Background: an optimization exercise with open tools, aiming at small area. Do not read the settings as production practice. The RTL was checked by simulation tests, not by an equivalence proof against the original design. Power figures rest on the tool's default switching activity, not on a simulated workload.

==> flow/design.v <==
module debug_uart
  (
   input         RST_N,
   input         CLK,
   output        TXD,
   input         RXD,
   output reg [7:0]  LED,
   output        U_RUN,
   output        U_STOP,
   output        U_WRITE,
   output        U_READ,
   output [31:0] U_ADRS,
   input [31:0]  U_RDATA,
   output [31:0] U_WDATA
   );
   reg [5:0] c6;                        
   wire [4:0] c   = c6[4:0];            
   wire       c0  = (c == 5'd0);
   wire       c31 = (c == 5'd31);
   wire       t64 = c0 & ~c6[5];
   always @(posedge CLK or negedge RST_N)
     if (!RST_N) c6 <= 6'd0;
     else        c6 <= c6 + 6'd1;
   reg       s1, s2;                    
   reg       rx_on;                     
   reg       ph;                        
   reg [8:0] rsr;                       
   reg       ebit;                      
   always @(posedge CLK or negedge RST_N)
     if (!RST_N) begin
        s1 <= 1'b1;
        s2 <= 1'b1;
     end else begin
        s1 <= RXD;
        s2 <= s1;
     end
   wire rx_start  = ~rx_on & c0 & ~s2;
   wire rx_sample = rx_on & c0 & (c6[5] == ph);
   always @(posedge CLK or negedge RST_N)
     if (!RST_N) begin
        rx_on <= 1'b0;
        ebit  <= 1'b1;
     end else if (rx_start) begin
        rx_on <= 1'b1;
        ebit  <= 1'b0;
     end else if (rx_sample) begin
        ebit  <= s2;
        if (rsr[0]) rx_on <= 1'b0;      
     end
   always @(posedge CLK)
     if (rx_start) begin
        ph  <= c6[5];
        rsr <= 9'h100;
     end else if (rx_sample & ~rsr[0]) begin
        rsr <= {s2, rsr[8:1]};
     end
   wire [7:0] ch     = rsr[8:1];
   wire       rx_evt = rx_on & rsr[0] & c31 & (c6[5] == ph);
   localparam F_CMD = 3'd0, F_SP1 = 3'd1, F_ADR = 3'd2, F_SP2 = 3'd3, F_DAT = 3'd4;
   reg       line;                      
   reg [2:0] field;
   reg [3:0] cnt;
   reg [3:0] alive;                     
   reg [4:0] pc;                        
   wire isget = alive[3];
   wire isset = alive[2];
   wire isrun = alive[1];
   wire isstp = alive[0];
   wire iserr = ~|alive;
   wire isCR = (ch == 8'h0D);
   wire isSP = (ch == 8'h20);
   reg [3:0] dig;
   always @(*) begin
      if (ch >= 8'h30 && ch <= 8'h39)      dig = ch[3:0];
      else if (ch >= 8'h41 && ch <= 8'h46) dig = ch[3:0] + 4'd9;
      else if (ch >= 8'h61 && ch <= 8'h66) dig = ch[3:0] + 4'd9;
      else                                 dig = 4'd0;
   end
   reg [3:0] m;
   always @(*) begin
      case (cnt[1:0])
        2'd0:    m = {ch == "g", ch == "s", ch == "r", ch == "s"};
        2'd1:    m = {ch == "e", ch == "e", ch == "u", ch == "t"};
        default: m = {ch == "t", ch == "t", ch == "n", ch == "p"};
      endcase
   end
   wire cnt_lt3 = (cnt < 4'd3);
   wire cnt_lt8 = ~cnt[3];
   wire ins_req = rx_evt & line & ~isCR &
                  (((field == F_SP1 || field == F_SP2) & ~isSP) |
                   ((field == F_ADR) & ~isSP & cnt_lt8) |
                   ((field == F_DAT) & cnt_lt8));
   reg [31:0] A, D;
   reg [3:0]  nib;                      
   reg        act;                      
   reg        cz;                       
   wire pc_d   = (pc >= 5'd13) && (pc <= 5'd20);
   wire dsel   = line ? (field == F_DAT) : pc_d;
   wire op_insA = act &  line & (field == F_ADR);
   wire op_insD = act &  line & (field == F_DAT);
   wire op_inc  = act & ~line & (pc == 5'd22);
   wire op_dec  = act & ~line & (pc == 5'd0);
   wire op_clr  = act & ~line & (pc == 5'd24);
   wire cy      = c0 | cz;
   wire ins_bit = (c < 5'd4) ? dig[c[1:0]] : nib[0];
   wire fA = op_clr ? 1'b0 : op_insA ? ins_bit : (A[0] ^ (op_inc & cy));
   wire fD = op_clr ? 1'b0 : op_insD ? ins_bit : (D[0] ^ (op_dec & cy));
   always @(posedge CLK) begin
      A   <= {fA, A[31:1]};
      D   <= {fD, D[31:1]};
      nib <= {dsel ? D[0] : A[0], nib[3:1]};
      cz  <= cy & (op_inc ? A[0] : op_dec ? ~D[0] : ~A[0]);
   end
   assign U_ADRS  = A;
   assign U_WDATA = D;
   reg [9:0] sr;
   reg       txd_r;
   wire      ready = (sr == 10'd0);
   reg       go;
   reg [7:0] tch;
   always @(posedge CLK or negedge RST_N)
     if (!RST_N) begin
        sr    <= 10'd0;
        txd_r <= 1'b1;
     end else begin
        if (go)       sr <= {1'b1, tch, 1'b0};
        else if (t64) sr <= {1'b0, sr[9:1]};
        if (t64) txd_r <= ebit & (ready | sr[0]);
     end
   assign TXD = txd_r;
   wire [2:0] kA = 3'd3 - pc[2:0];
   wire [2:0] kD = 3'd4 - pc[2:0];
   wire [2:0] k  = pc_d ? kD : kA;
   wire       c_dig = (c[1:0] == 2'd0) && (c[4:2] == k + 3'd1);
   reg [3:0] rnib;
   always @(*) begin
      case (kD)
        3'd0: rnib = U_RDATA[3:0];
        3'd1: rnib = U_RDATA[7:4];
        3'd2: rnib = U_RDATA[11:8];
        3'd3: rnib = U_RDATA[15:12];
        3'd4: rnib = U_RDATA[19:16];
        3'd5: rnib = U_RDATA[23:20];
        3'd6: rnib = U_RDATA[27:24];
        default: rnib = U_RDATA[31:28];
      endcase
   end
   wire [3:0] hn  = (pc_d & isget) ? rnib : nib;
   wire [7:0] hch = (hn < 4'd10) ? {4'h3, hn} : ({4'h0, hn} + 8'h37);
   reg ph_ok;
   always @(*) begin
      tch   = 8'h20;
      ph_ok = c31;
      case (pc)
        5'd0:  begin tch = iserr ? "E" : "A"; ph_ok = c0; end
        5'd1:  tch = iserr ? "R" : "C";
        5'd2:  tch = iserr ? "R" : "K";
        5'd21: tch = 8'h0D;
        5'd22: tch = 8'h0A;
        5'd23: tch = ">";
        5'd25: begin tch = 8'h0A; ph_ok = t64 & ~rx_on; end
        default: begin
           if ((pc >= 5'd4 && pc <= 5'd11) || pc_d) begin
              tch   = hch;
              ph_ok = (pc_d & isget) ? c0 : c_dig;
           end
        end
      endcase
      go = ~line & ready & ph_ok;
   end
   wire more = isget & (D[3] | D[2]);           
   always @(posedge CLK or negedge RST_N)
     if (!RST_N) begin
        line  <= 1'b0;
        pc    <= 5'd23;
        field <= F_CMD;
        cnt   <= 4'd0;
        alive <= 4'd0;
        act   <= 1'b0;
     end else begin
        if (c31)
          act <= ins_req | (go & ((pc == 5'd21) | (pc == 5'd22 & more) | (pc == 5'd23)));
        if (line) begin
           if (rx_evt) begin
              if (isCR) begin
                 line <= 1'b0;
                 pc   <= 5'd25;
                 if (field == F_CMD && cnt_lt3) alive <= 4'd0;
              end else begin
                 case (field)
                   F_CMD: begin
                      if (isSP) begin
                         field <= F_SP1;
                         cnt   <= 4'd0;
                         if (cnt_lt3) alive <= 4'd0;
                      end else if (cnt_lt3) begin
                         alive <= (cnt == 4'd0) ? m : (alive & m);
                         cnt   <= cnt + 4'd1;
                      end
                   end
                   F_SP1: if (!isSP) begin field <= F_ADR; cnt <= 4'd1; end
                   F_ADR: begin
                      if (isSP) begin
                         field <= F_SP2;
                         cnt   <= 4'd0;
                      end else if (cnt_lt8) cnt <= cnt + 4'd1;
                   end
                   F_SP2: if (!isSP) begin field <= F_DAT; cnt <= 4'd1; end
                   default: if (cnt_lt8) cnt <= cnt + 4'd1;
                 endcase
              end
           end
        end else if (go) begin
           case (pc)
             5'd22: pc <= more ? 5'd0 : 5'd23;
             5'd24: begin
                line  <= 1'b1;
                field <= F_CMD;
                cnt   <= 4'd0;
             end
             5'd25: pc <= 5'd0;
             default: pc <= pc + 5'd1;
           endcase
        end
     end
   reg user_run, user_stop;
   wire item = go & (pc == 5'd0);
   assign U_WRITE = item & isset;
   assign U_READ  = item & isget;
   assign U_RUN   = user_run;
   assign U_STOP  = user_stop;
   always @(posedge CLK or negedge RST_N)
     if (!RST_N) begin
        user_run  <= 1'b0;
        user_stop <= 1'b0;
        LED       <= 8'd0;
     end else begin
        if (item & isrun) begin user_run <= 1'b1; user_stop <= 1'b0; end
        if (item & isstp) begin user_run <= 1'b0; user_stop <= 1'b1; end
        if (~line & (pc == 5'd1) & c0 & isset & cz) LED <= D[7:0];
     end
endmodule
==> flow/run.sh <==
#!/bin/bash
# synth_recipe.tcl (not shown) runs the flow's synth.tcl, then flattens the netlist and writes it again
# the make line also repeats each setting of config.mk as NAME=value (left out here)
make -C /OpenROAD-flow-scripts/flow DESIGN_CONFIG=/design/flow/config.mk WORK_HOME=/design/flow/orfs CLKGATE_MAP_FILE= SYNTH_SCRIPT=/design/flow/synth_recipe.tcl finish
==> flow/config.mk <==
export PLATFORM = sky130hd
export DESIGN_NAME = debug_uart
export DESIGN_NICKNAME = debug_uart
export VERILOG_FILES = /design/flow/design.v
export SDC_FILE = /design/flow/constraint.sdc
export NUM_CORES = 4
export LEC_CHECK = 0
export CAP_MARGIN = 20
export CORE_MARGIN = 2
export CORE_UTILIZATION = 40
export SLEW_MARGIN = 20
==> flow/constraint.sdc <==
create_clock -name core_clock -period 10.0 [get_ports {CLK}]
set_input_delay 2.0000 -clock core_clock [delete_from_list [all_inputs] [get_ports {CLK}]]
set_output_delay 2.0000 -clock core_clock [all_outputs]
set_load 0.01 [all_outputs]
==> out/qor.txt <==
Status: no timing/DRC/antenna violations
Vias: 4,777
ANT cells: 0
Die X: 125 um
First-pass DRT Iterations: 8
Final instance area: 7630 um^2
Later-pin clock latency in the skew report: 410 ps
Worst VDD drop: 0.134 mV
Post-synth cell types: 81
Switch Pwr: 227 uW
Hold buffers post-CTS: 0
Area grow syn2layout: 31.2%
CP peak stage delay: 640 ps
Static Leak: 3.09 nW
Critical path's slowest cell: dfstp_2
Avg Cell Area, Syn: 10.1 um^2
RSZ-0062 raised after global routing: no
Seq/Total Area, Yosys: 0.486
Clock-pin transition on the worst setup and hold timing paths: 60 ps
Fin crit share: 0.651
Die extent in y: 125 um
Post-synth EDFFs: 1
Logic pwr share: 0.018
Initial drt markers: 313
Max Slew Vio Count: 0
Most frequent cells after synthesis: dfxtp_1, nor2_1, dfrtp_1
Endpoints failing setup: 0
Share of layout cells above drive strength 1: 0.114
Hold slack: 346 ps
CP top delay family: simple AND/OR/NAND/NOR gates
Post-route ant nets: 0
Power per cell area: 150 nW/um^2
Remaining Overflow, GRT: 0
Internal: 915 uW
Post-Synthesis Cells: 575
Max clock buf depth: 2
Clk pwr share: 0.530
Vias in the first global route: 4,734
Hold Vio Cnt, Final: 0
H-tree Lvls: 4
Syn nets: 633
Gates resized, CTS repair: 0
Largest area contributor in the netlist: dfxtp_1
DRT Wirelength: 14,200 um
Gp weighted congestion: 0.905
# clock sinks: 128
Dpl hpwl: 10,500 um
Crit Path Max Fanout: 14
CTS tree: done
Min Tclk post-route: 6510 ps
Post-CTS Setup Bufs: 0
Post-synth top flop: dfxtp_1
IO Port Bufs: 111
Top post-synthesis cells by area: dfxtp_1, dfrtp_1, ha_1
Kind of critical path: reg -> out
Share of the synthesized area in the top cell type: 0.269
WP data arrival: 4510 ps
Routed WL per cell: 16.1 um
Average vias per placed instance: 5.43
Worst slew pin tran: 768 ps
DP Area: 7030 um^2
Num CTS Buffers: 17
Most common cell in the netlist: dfxtp_1
Synthesized area: 5820 um^2
Nets: 741
Tot GR Track Use: 0.185
First-pass GRT wire length: 23,400 um
Worst EP required: 8000 ps
FFs w/ async S/R, synth: 0.383
Worst-path cell chain: inv_1, ha_1, a22oi_1, nand3b_2, nand2_4, nor2_1, a21oi_1, ha_1, xnor2_1, xnor2_1, nand3b_1, o21ai_0, nor4b_4, o21ai_2, nor2_1, and2_1, clkdlybuf4s50_1
Top Ports: 112
HP Class: reg -> reg
Sw frac: 0.199
Clock root cell: clkbuf_16
Initial antenna violation count: 0
Core area: 14,400 um^2
Crit path capture type: primary output
Clock skew: 8.86 ps
Sequential power share: 0.452
Die Area: 15,500 um^2
Synthesized flop and latch total: 128
Residual DRC count: 0
Normalized max-slew margin: 0.485
Worst Path Buf+Inv: 2
Initial Util: 0.405
CP Launch Type: flip-flop
Max Fclk: 154 MHz
Num rows: 44
Max_cap viols: 0
Ys Warns: 1
Pin count of the biggest net entering global routing: 50
Fin Setup TNS: 0 ps
## path summary, 6_finish.rpt
kind	to	slack (ps)	start	cells past startpoint
max	U_WRITE	3490	pc[1]$_DFFE_PN1P_	17
min	D[29]$_DFF_P_	350	D[30]$_DFF_P_	0
max reg2reg	cnt[3]$_DFFE_PN0P_	6110	pc[1]$_DFFE_PN1P_	16
min reg2reg	D[29]$_DFF_P_	350	D[30]$_DFF_P_	0
max in group asynchronous	alive[1]$_DFFE_PN0P_	7880	RST_N	2
min in group asynchronous	LED[0]$_DFFE_PN0P_	1680	RST_N	2
## flip-flops by register name, indices dropped and copies added (netlist names), 3 cells and up
| name | count |
|---|---|
| pc | 5 |
| cnt | 4 |
| alive | 4 |
| sr | 10 |
| LED | 8 |
| D | 32 |
| nib | 4 |
| field | 3 |
| rsr | 9 |
| A | 32 |
| c6 | 6 |
## per-stage QoR
step                      instances  total power [mW]  utilization  setup slack (ps)
after global routing            879              1.19        0.531              3090
after floorplan                 575             0.529            -              4990
final                           879              1.14        0.531              3490
after global placement          848             0.547        0.489              4110
after detailed placement        848             0.547        0.489              3910
after CTS                       879              1.16        0.531              3470
## power by group through the flow
stage | clock [mW] | combinational, mW | sequential [mW]
4_1_cts | 0.621 | 0.0208 | 0.516
5_1_grt | 0.647 | 0.0226 | 0.516
3_5_place_dp | 0 | 0.0208 | 0.526
3_3_place_gp | 0 | 0.0205 | 0.526
2_1_floorplan | 0 | 0.00291 | 0.526
6_report | 0.605 | 0.0204 | 0.516
## worst register-to-register path, cell delays in order (launching register included)
cell      delay (ps)
dfstp_2          640
inv_1            140
ha_1             360
a22oi_1          230
nand3b_2         170
nand2_4          150
nor2_1            50
a21oi_1          130
ha_1             180
xnor2_1          130
xnor2_1          170
nand3b_1          90
o21ai_0          180
nor4b_4          260
o21ai_2          240
a21oi_2          300
mux2_2           370
## final cells by class
class                           instances  area [um^2]
Multi-Input combinational cell        397         2750
Fill cell                            1288         6740
Sequential cell                       128         2830
Inverter                               26         97.6
Timing Repair Buffer                  113         1120
Clock buffer                           21          504
Clock inverter                         10         96.3
Tap cell                              184          230
## cell families after synthesis
logic type	Yosys count	synth area share
flip-flops	128	0.486
multiplexers	33	0.0602
XOR/XNOR	21	0.0316
AO/OA/AOI/OAI	154	0.183
AND/OR/NAND/NOR	166	0.149
buffers and inverters	50	0.0407
adder cells (fa/ha/maj)	23	0.0495
## routing by layer
metal  part of all wire  routed length [um]  vias to the layer above  global-route usage
li1                   -                   -                     2302                   -
met1               0.46                6550                     2309               0.246
met2               0.47                6730                      138               0.296
met4              0.020                 284                        0              0.0727
met5                  0                   0                        -                   0
met3              0.044                 619                       28              0.0391
## cell usage in the layout, fill, tap and decap left out, drive strengths merged, types with 3 or more instances in the layout
cell and count:
nor2 47, o211ai 6, buf 3, inv 28, o21ai 39, clkdlybuf4s50 110
nor2b 4, o32ai 3, nand4 9, a222oi 3, nand2b 4, a21oi 32
mux2i 17, o31ai 7, mux2 16, o21a 5, o2111ai 3, xor2 10
clkinv 6, nand3 15, and2 9, and3 12, clkbuf 21, nand2 37
xnor2 11, a31oi 6, nand3b 4, a211o 3, or2 4, ha 23
a22oi 10, o22ai 6, dfxtp 78, nor3 12, dfstp 8, dfrtp 41
a21o 5

-- what the ideal ports hide --
The results above use ideal ports. As a check the final layout listed here was re-extracted and re-timed, cells and wires unchanged.
Step 1: set_driving_cell puts a clkbuf_16 on CLK and a buf_2 on each other input, an assumption about the parent block.
Step 2 also shifts input and output timing later by t, the mid clock arrival at the registers, as if the neighbouring blocks saw the same clock.
Slacks: ideal ports / drivers / drivers and shift; pairs: ideal ports / drivers.
t, ns: 0.449
setup slack, ns: 3.487 / 3.447 / 3.895
cell pins on the clock port's net: 1
After both steps this run still meets setup and hold. The setup slack of this run moves by -0.040 ns with the drivers and by +0.408 ns with both steps.
